From an optimization exercise on the open Yosys and OpenROAD flow, aimed at small area; shortcuts taken in it are not production practice.
Function was checked by simulation only, so behaviour that the tests miss may differ from the original.
No driver is modelled on the clock port, so clock power and skew are understated where the tree is cut down; a real chip needs a root buffer or a tree.
Power figures rest on the tool's default switching activity, not on a simulated workload.

==> inputs of run a <==
## main
module main(
    input clk,
    input rst,
    input btnR,
    input btnC,
    input selSwitch,
    input adjSwitch,
    output adjLED,
    output pauseLED,
    output rstLED,
    output [6:0] seg,
    output [3:0] an
);
==> module counter, before the edit <==
module counter(
    input wire clk,
    input wire sys_rst,
    input wire tickAdj,
    output reg pause,
    output reg reset,
    input wire sel,
    input wire adj,
    input wire tickDis,
    input wire rstB,
    input wire pauseB,
    output reg [2:0] m10,
    output reg [3:0] m1,
    output reg [2:0] s10,
    output reg [3:0] s1
    );
    reg clk1;
    reg rst;
    reg [2:0] stepRst, stepPause;
    reg pauseFlip;
    wire s1w  = (s1 == 9);
    wire s10w = (s10 == 5);
    wire m1w  = (m1 == 9);
    wire m10w = (m10 == 5);
    wire run  = tickAdj & ~pause & ~reset;
    wire clr  = tickAdj & ~pause & reset;
    wire incS = run & (adj ? sel : clk1);
    wire incM = run & (adj ? ~sel : (clk1 & s1w & s10w));
    always @(posedge clk) begin
        if (sys_rst | clr) begin
            s1 <= 0; s10 <= 0;
        end else if (incS) begin
            s1 <= s1w ? 4'd0 : s1 + 1;
            if (s1w) s10 <= s10w ? 3'd0 : s10 + 1;
        end
        if (sys_rst | clr) begin
            m1 <= 0; m10 <= 0;
        end else if (incM) begin
            m1 <= m1w ? 4'd0 : m1 + 1;
            if (m1w) m10 <= m10w ? 3'd0 : m10 + 1;
        end
        if (sys_rst)
            clk1 <= 1'b1;
        else if (tickAdj)
            clk1 <= ~clk1;
    end
    always @(posedge clk) begin
        if (sys_rst) begin
            stepRst   <= 3'b000;
            stepPause <= 3'b000;
            reset <= 1'b0;
        end else if (tickDis) begin
            if (rst) begin
                stepRst   <= 3'b000;
                stepPause <= 3'b000;
            end else begin
                stepRst   <= {rstB, stepRst[2:1]};
                reset <= rstB;
                stepPause <= {pauseB, stepPause[2:1]};
            end
        end
    end
    always @(posedge clk) begin
        if (sys_rst) begin
            rst   <= 1'b0;
            pause <= 1'b0;
            pauseFlip <= 1'b0;
        end else if (tickDis) begin
            if (rst) begin
                rst   <= 1'b0;
                pause <= 1'b0;
                pauseFlip <= 1'b0;
            end else if (pauseFlip) begin
                pause <= ~pause;
                pauseFlip <= 1'b0;
            end else begin
                rst   <= ~stepRst[0] & stepRst[1];
                pauseFlip <= ~stepPause[0] & stepPause[1];
            end
        end
    end
endmodule
==> module display, before the edit <==
module display(
    input wire clk,
    input wire rst,
    input wire tickDis,
    input wire d7b,
    input wire d9,
    input wire [2:0] m10,
    input wire [3:0] m1,
    input wire [2:0] s10,
    input wire [3:0] s1,
    input wire adj,
    input wire sel,
    output reg [6:0] seg,
    output reg [3:0] an
);
    reg blink_state;
    reg [3:0] code;
    wire selM10 = an[3] & an[2] & an[1];
    wire selMin = an[2] & an[1];
    wire even = ~an[3] | ~an[1];
    wire [3:0] digit = selM10 ? {1'b0, m10} :
                       ~an[3] ? m1 :
                       ~an[2] ? {1'b0, s10} : s1;
    wire blank = adj & (sel ^ selMin) & ~blink_state;
    always @(posedge clk) begin
        if (rst) begin
            blink_state <= 0;
            code <= 4'hf;
            an <= 4'b1111;
        end else if (tickDis) begin
            if (even & d7b & d9) blink_state <= ~blink_state;
            code <= blank ? 4'hf : digit;
            an <= {~selM10, an[3:1]};
        end
    end
    localparam [111:0] SEGTAB = 112'b1111111111111111111111111111111111111111110010000000000011110000000010001001000110010110000010010011110011000000;
    always @(*) seg = SEGTAB[code*7 +: 7];
endmodule
Settings: LEC_CHECK=0, CAP_MARGIN=20, CORE_MARGIN=2, CORE_UTILIZATION=40, SLEW_MARGIN=20; clock period 10.0 ns.
run.sh (not shown) runs the stock make flow with config.mk's settings and CLKGATE_MAP_FILE= SYNTH_SCRIPT=/design/flow/synth_recipe.tcl, a recipe that flattens the netlist after the stock synthesis.
==> run b: changes against run a <==
--- a/flow/design.v
+++ b/flow/design.v
@@ -75,24 +75,35 @@
     reg [2:0] stepRst, stepPause;
     reg pauseFlip;
-    wire s1w  = (s1 == 9);
-    wire s10w = (s10 == 5);
-    wire m1w  = (m1 == 9);
-    wire m10w = (m10 == 5);
+    wire s1w  = s1[3] & s1[0];       
+    wire s10w = s10[2] & s10[0];     
+    wire m1w  = m1[3] & m1[0];       
+    wire m10w = m10[2] & m10[0];     
     wire run  = tickAdj & ~pause & ~reset;
     wire clr  = tickAdj & ~pause & reset;
     wire incS = run & (adj ? sel : clk1);
     wire incM = run & (adj ? ~sel : (clk1 & s1w & s10w));
+    function [3:0] inc10(input [3:0] d);
+        inc10 = {d[3] ^ (d[0] & (d[3] | (d[2] & d[1]))),
+                 d[2] ^ (d[1] & d[0]),
+                 d[1] ^ (d[0] & ~d[3]),
+                 ~d[0]};
+    endfunction
+    function [2:0] inc6(input [2:0] d);
+        inc6 = {d[2] ^ (d[0] & (d[2] | d[1])),
+                d[1] ^ (d[0] & ~d[2]),
+                ~d[0]};
+    endfunction
     always @(posedge clk) begin
         if (sys_rst | clr) begin
             s1 <= 0; s10 <= 0;
         end else if (incS) begin
-            s1 <= s1w ? 4'd0 : s1 + 1;
-            if (s1w) s10 <= s10w ? 3'd0 : s10 + 1;
+            s1 <= inc10(s1);
+            if (s1w) s10 <= inc6(s10);
         end
         if (sys_rst | clr) begin
             m1 <= 0; m10 <= 0;
         end else if (incM) begin
-            m1 <= m1w ? 4'd0 : m1 + 1;
-            if (m1w) m10 <= m10w ? 3'd0 : m10 + 1;
+            m1 <= inc10(m1);
+            if (m1w) m10 <= inc6(m10);
         end
         if (sys_rst)
@@ -158,21 +169,32 @@
     wire selMin = an[2] & an[1];
     wire even = ~an[3] | ~an[1];
-    wire [3:0] digit = selM10 ? {1'b0, m10} :
-                       ~an[3] ? m1 :
-                       ~an[2] ? {1'b0, s10} : s1;
+    wire [3:0] digit = ({4{selM10}} & {1'b0, m10}) | ({4{~an[3]}} & m1) |
+                       ({4{~an[2]}} & {1'b0, s10}) | ({4{~an[1]}} & s1);
     wire blank = adj & (sel ^ selMin) & ~blink_state;
     always @(posedge clk) begin
         if (rst) begin
             blink_state <= 0;
-            code <= 4'hf;
+            code <= 4'ha;
             an <= 4'b1111;
         end else if (tickDis) begin
             if (even & d7b & d9) blink_state <= ~blink_state;
-            code <= blank ? 4'hf : digit;
+            code <= {digit[3] | blank, digit[2], digit[1] | blank, digit[0]};
             an <= {~selM10, an[3:1]};
         end
     end
-    localparam [111:0] SEGTAB = 112'b1111111111111111111111111111111111111111110010000000000011110000000010001001000110010110000010010011110011000000;
-    always @(*) seg = SEGTAB[code*7 +: 7];
+    always @(*)
+        if (code[3])
+            seg = code[1] ? 7'b1111111 : code[0] ? 7'b0010000 : 7'b0000000;
+        else
+            case (code[2:0])
+                3'd0: seg = 7'b1000000;
+                3'd1: seg = 7'b1111001;
+                3'd2: seg = 7'b0100100;
+                3'd3: seg = 7'b0110000;
+                3'd4: seg = 7'b0011001;
+                3'd5: seg = 7'b0010010;
+                3'd6: seg = 7'b0000010;
+                default: seg = 7'b1111000;
+            endcase
 endmodule
 `timescale 1ns / 1ps
==> flow/flow/run.sh (new file) <==
#!/bin/bash
# Own layout flow: the standard flow (standard.sh) with three changes,
# made in a copy of the ORFS scripts folder:
#  - synthesis maps with an area-oriented ABC script (flow/abc_area.script);
#    the Yosys steps, and so the registers and their names, are unchanged;
#  - the ports are buffered with buf_1;
#  - clock tree synthesis is replaced by four clock buffers (flow/clock_buffer.tcl).
set -euo pipefail
W=$PWD
rm -rf "$W/scripts"
cp -r "$FLOW_HOME/scripts" "$W/scripts"
cp "$W/flow/abc_area.script" "$W/scripts/abc_area.script"
grep -q 'log_cmd clock_tree_synthesis {\*}$cts_args' "$W/scripts/cts.tcl"
sed -i 's|log_cmd clock_tree_synthesis {\*}$cts_args|source $::env(OWN_FLOW_DIR)/clock_buffer.tcl|' "$W/scripts/cts.tcl"
export OWN_FLOW_DIR="$W/flow"
export OWN_CLK_PORT=clk
export OWN_CLKBUF=${OWN_CLKBUF:-sky130_fd_sc_hd__clkbuf_8}
export OWN_CLK_NBUF=${OWN_CLK_NBUF:-4}
bash "$W/standard.sh" SCRIPTS_DIR="$W/scripts" ABC_AREA=1 \
  "BUFFER_PORTS_ARGS=-buffer_cell sky130_fd_sc_hd__buf_1" finish > "$W/orfs_make.log" 2>&1
==> flow/flow/abc_area.script (new file) <==
strash
&get -n
&deepsyn -T 10
&put
&get -n
&nf -R 1000
&put
topo
stime -c
==> flow/flow/clock_buffer.tcl (new file) <==
set block [ord::get_db_block]
set db [ord::get_db]
set clk_name [get_name [get_ports $::env(OWN_CLK_PORT)]]
set port_net [[$block findBTerm $clk_name] getNet]
set master [$db findMaster $::env(OWN_CLKBUF)]
set k $::env(OWN_CLK_NBUF)

set sinks {}
foreach it [$port_net getITerms] {
  set loc [[$it getInst] getLocation]
  lappend sinks [list $it [lindex $loc 0] [lindex $loc 1]]
}
set n [llength $sinks]
if { $k > $n } { set k $n }

# k-means, seeded with sinks spread through the list sorted by x
set sorted [lsort -integer -index 1 $sinks]
set cent {}
for { set c 0 } { $c < $k } { incr c } {
  set s [lindex $sorted [expr { int(($c + 0.5) * $n / $k) }]]
  lappend cent [list [lindex $s 1] [lindex $s 2]]
}
for { set iter 0 } { $iter < 50 } { incr iter } {
  set assign {}
  foreach s $sinks {
    set best 0
    set bd 1e30
    for { set c 0 } { $c < $k } { incr c } {
      set dx [expr { [lindex $s 1] - [lindex [lindex $cent $c] 0] }]
      set dy [expr { [lindex $s 2] - [lindex [lindex $cent $c] 1] }]
      set d [expr { double($dx) * $dx + double($dy) * $dy }]
      if { $d < $bd } { set bd $d; set best $c }
    }
    lappend assign $best
  }
  set newcent {}
  for { set c 0 } { $c < $k } { incr c } {
    set sx 0.0; set sy 0.0; set m 0
    foreach s $sinks a $assign {
      if { $a == $c } { set sx [expr { $sx + [lindex $s 1] }]; set sy [expr { $sy + [lindex $s 2] }]; incr m }
    }
    if { $m > 0 } { lappend newcent [list [expr { $sx / $m }] [expr { $sy / $m }]] } else { lappend newcent [lindex $cent $c] }
  }
  set cent $newcent
}

for { set c 0 } { $c < $k } { incr c } {
  set its {}
  foreach s $sinks a $assign { if { $a == $c } { lappend its [lindex $s 0] } }
  if { [llength $its] == 0 } { continue }
  set buf [odb::dbInst_create $block $master clkbuf_leaf_$c]
  set leaf [odb::dbNet_create $block clknet_leaf_$c]
  $leaf setSigType CLOCK
  foreach it $its { $it disconnect; $it connect $leaf }
  [$buf findITerm A] connect $port_net
  [$buf findITerm X] connect $leaf
  $buf setLocation [expr { int([lindex [lindex $cent $c] 0]) }] [expr { int([lindex [lindex $cent $c] 1]) }]
  $buf setPlacementStatus PLACED
  puts "clock_buffer.tcl: clkbuf_leaf_$c ($::env(OWN_CLKBUF)) drives [llength $its] clock pins"
}
global_connect
set_propagated_clock [all_clocks]
==> flow/standard.sh (new file) <==
#!/bin/bash
# synth_recipe.tcl (not shown) runs the flow's synth.tcl, then flattens the netlist and writes it again
# the make line also repeats each setting of config.mk as NAME=value (left out here)
make -C /OpenROAD-flow-scripts/flow DESIGN_CONFIG=/design/flow/config.mk WORK_HOME=/design/flow/orfs CLKGATE_MAP_FILE= SYNTH_SCRIPT=/design/flow/synth_recipe.tcl "${@:-finish}"
--- a/flow/config.mk
+++ b/flow/config.mk
@@ -8,4 +8,4 @@
 export CAP_MARGIN = 20
 export CORE_MARGIN = 2
-export CORE_UTILIZATION = 40
+export CORE_UTILIZATION = 70
 export SLEW_MARGIN = 20
removed: flow/run.sh
==> summary of the runs <==
Between run a and run b, the lower final cell count is in run b (gap about 33%, measured against run b).
Between run a and run b, the lower wire length is in run b (gap 33%, measured against run b).
Between run b and run a, the lower area after synthesis is in run b (gap 18%, measured against run a).
Register-to-register slack: run b is worse than run a (1.5 ns).
Between run b and run a, the lower clock power is in run b (gap about 60%, measured against run a).
Of run b and run a, run b has the higher clock skew (gap 0.0013 ns).
In run a the total power is larger than in run b, by 32%.
==> figures <==
|  | run a | run b |
|---|---|---|
| Final period util | 40.4% | 44.3% |
| Internal reg-to-reg setup slack | 7.68 ns | 6.18 ns |
| Outcome | no timing/DRC/antenna violations | no timing/DRC/antenna violations |
| Gate power share | 5.0% | 7.3% |
| Nature of the critical path startpoint | flip-flop | primary input |
| Worst Path Required | 8.00 ns | 10.03 ns |
| Clock transition at the registers of the reported paths | 0.07 ns | 0.10 ns |
| Maximum clock rate | 0.247 GHz | 0.226 GHz |
| Adder-cell share of the synthesized area | 2.82% | 0.570% |
| Top cell class by occupied area | multi-input gates | registers |
| Number of cells in the finished layout apart from fillers | 405 | 304 |
| Post-synthesis cell type count | 41 | 34 |
| Routed wire length on met2 | 2430 µm | 1870 µm |
| Wire length of the first global-routing pass | 9120 µm | 6420 µm |
| Areal power density over the cells | 166 nW/µm² | 165 nW/µm² |
| Proportion of cell area occupied by multi-input gates | 42.3% | 37.4% |
In run b the design's own scripts or RTL, not TritonCTS, make the clock network.

-- what the ideal ports hide --
In the flow no input, the clock included, has a driving cell. The finished layouts below were timed again as built, in two steps. Step 1, drivers: a clkbuf_16 drives clk and a buf_2 each remaining input, both assumed. Step 2 also shifts input and output timing later by t, the mid clock arrival at the registers, as if the neighbouring blocks saw the same clock. a / b / c = ideal / step 1 / step 2; a / b = the first two.
| run | shift t [ns] | setup WS [ns] | hold slack, ns | worst setup path after step 2 | clock arrival spread, ns |
|---|---|---|---|---|---|
| run a | 0.360 | 5.955 / 5.927 / 6.222 | 0.381 / 0.381 / 0.381 | input to register | 0.011 / 0.011 |
| run b | 0.198 | 5.569 / 5.592 / 5.395 | 0.369 / 0.369 / 0.369 | input to register | 0.013 / 0.013 |
After both steps every run listed still meets setup and hold. For run b, which loses most, drivers alone change the setup slack by +0.023 ns; drivers and shift together by -0.174 ns.
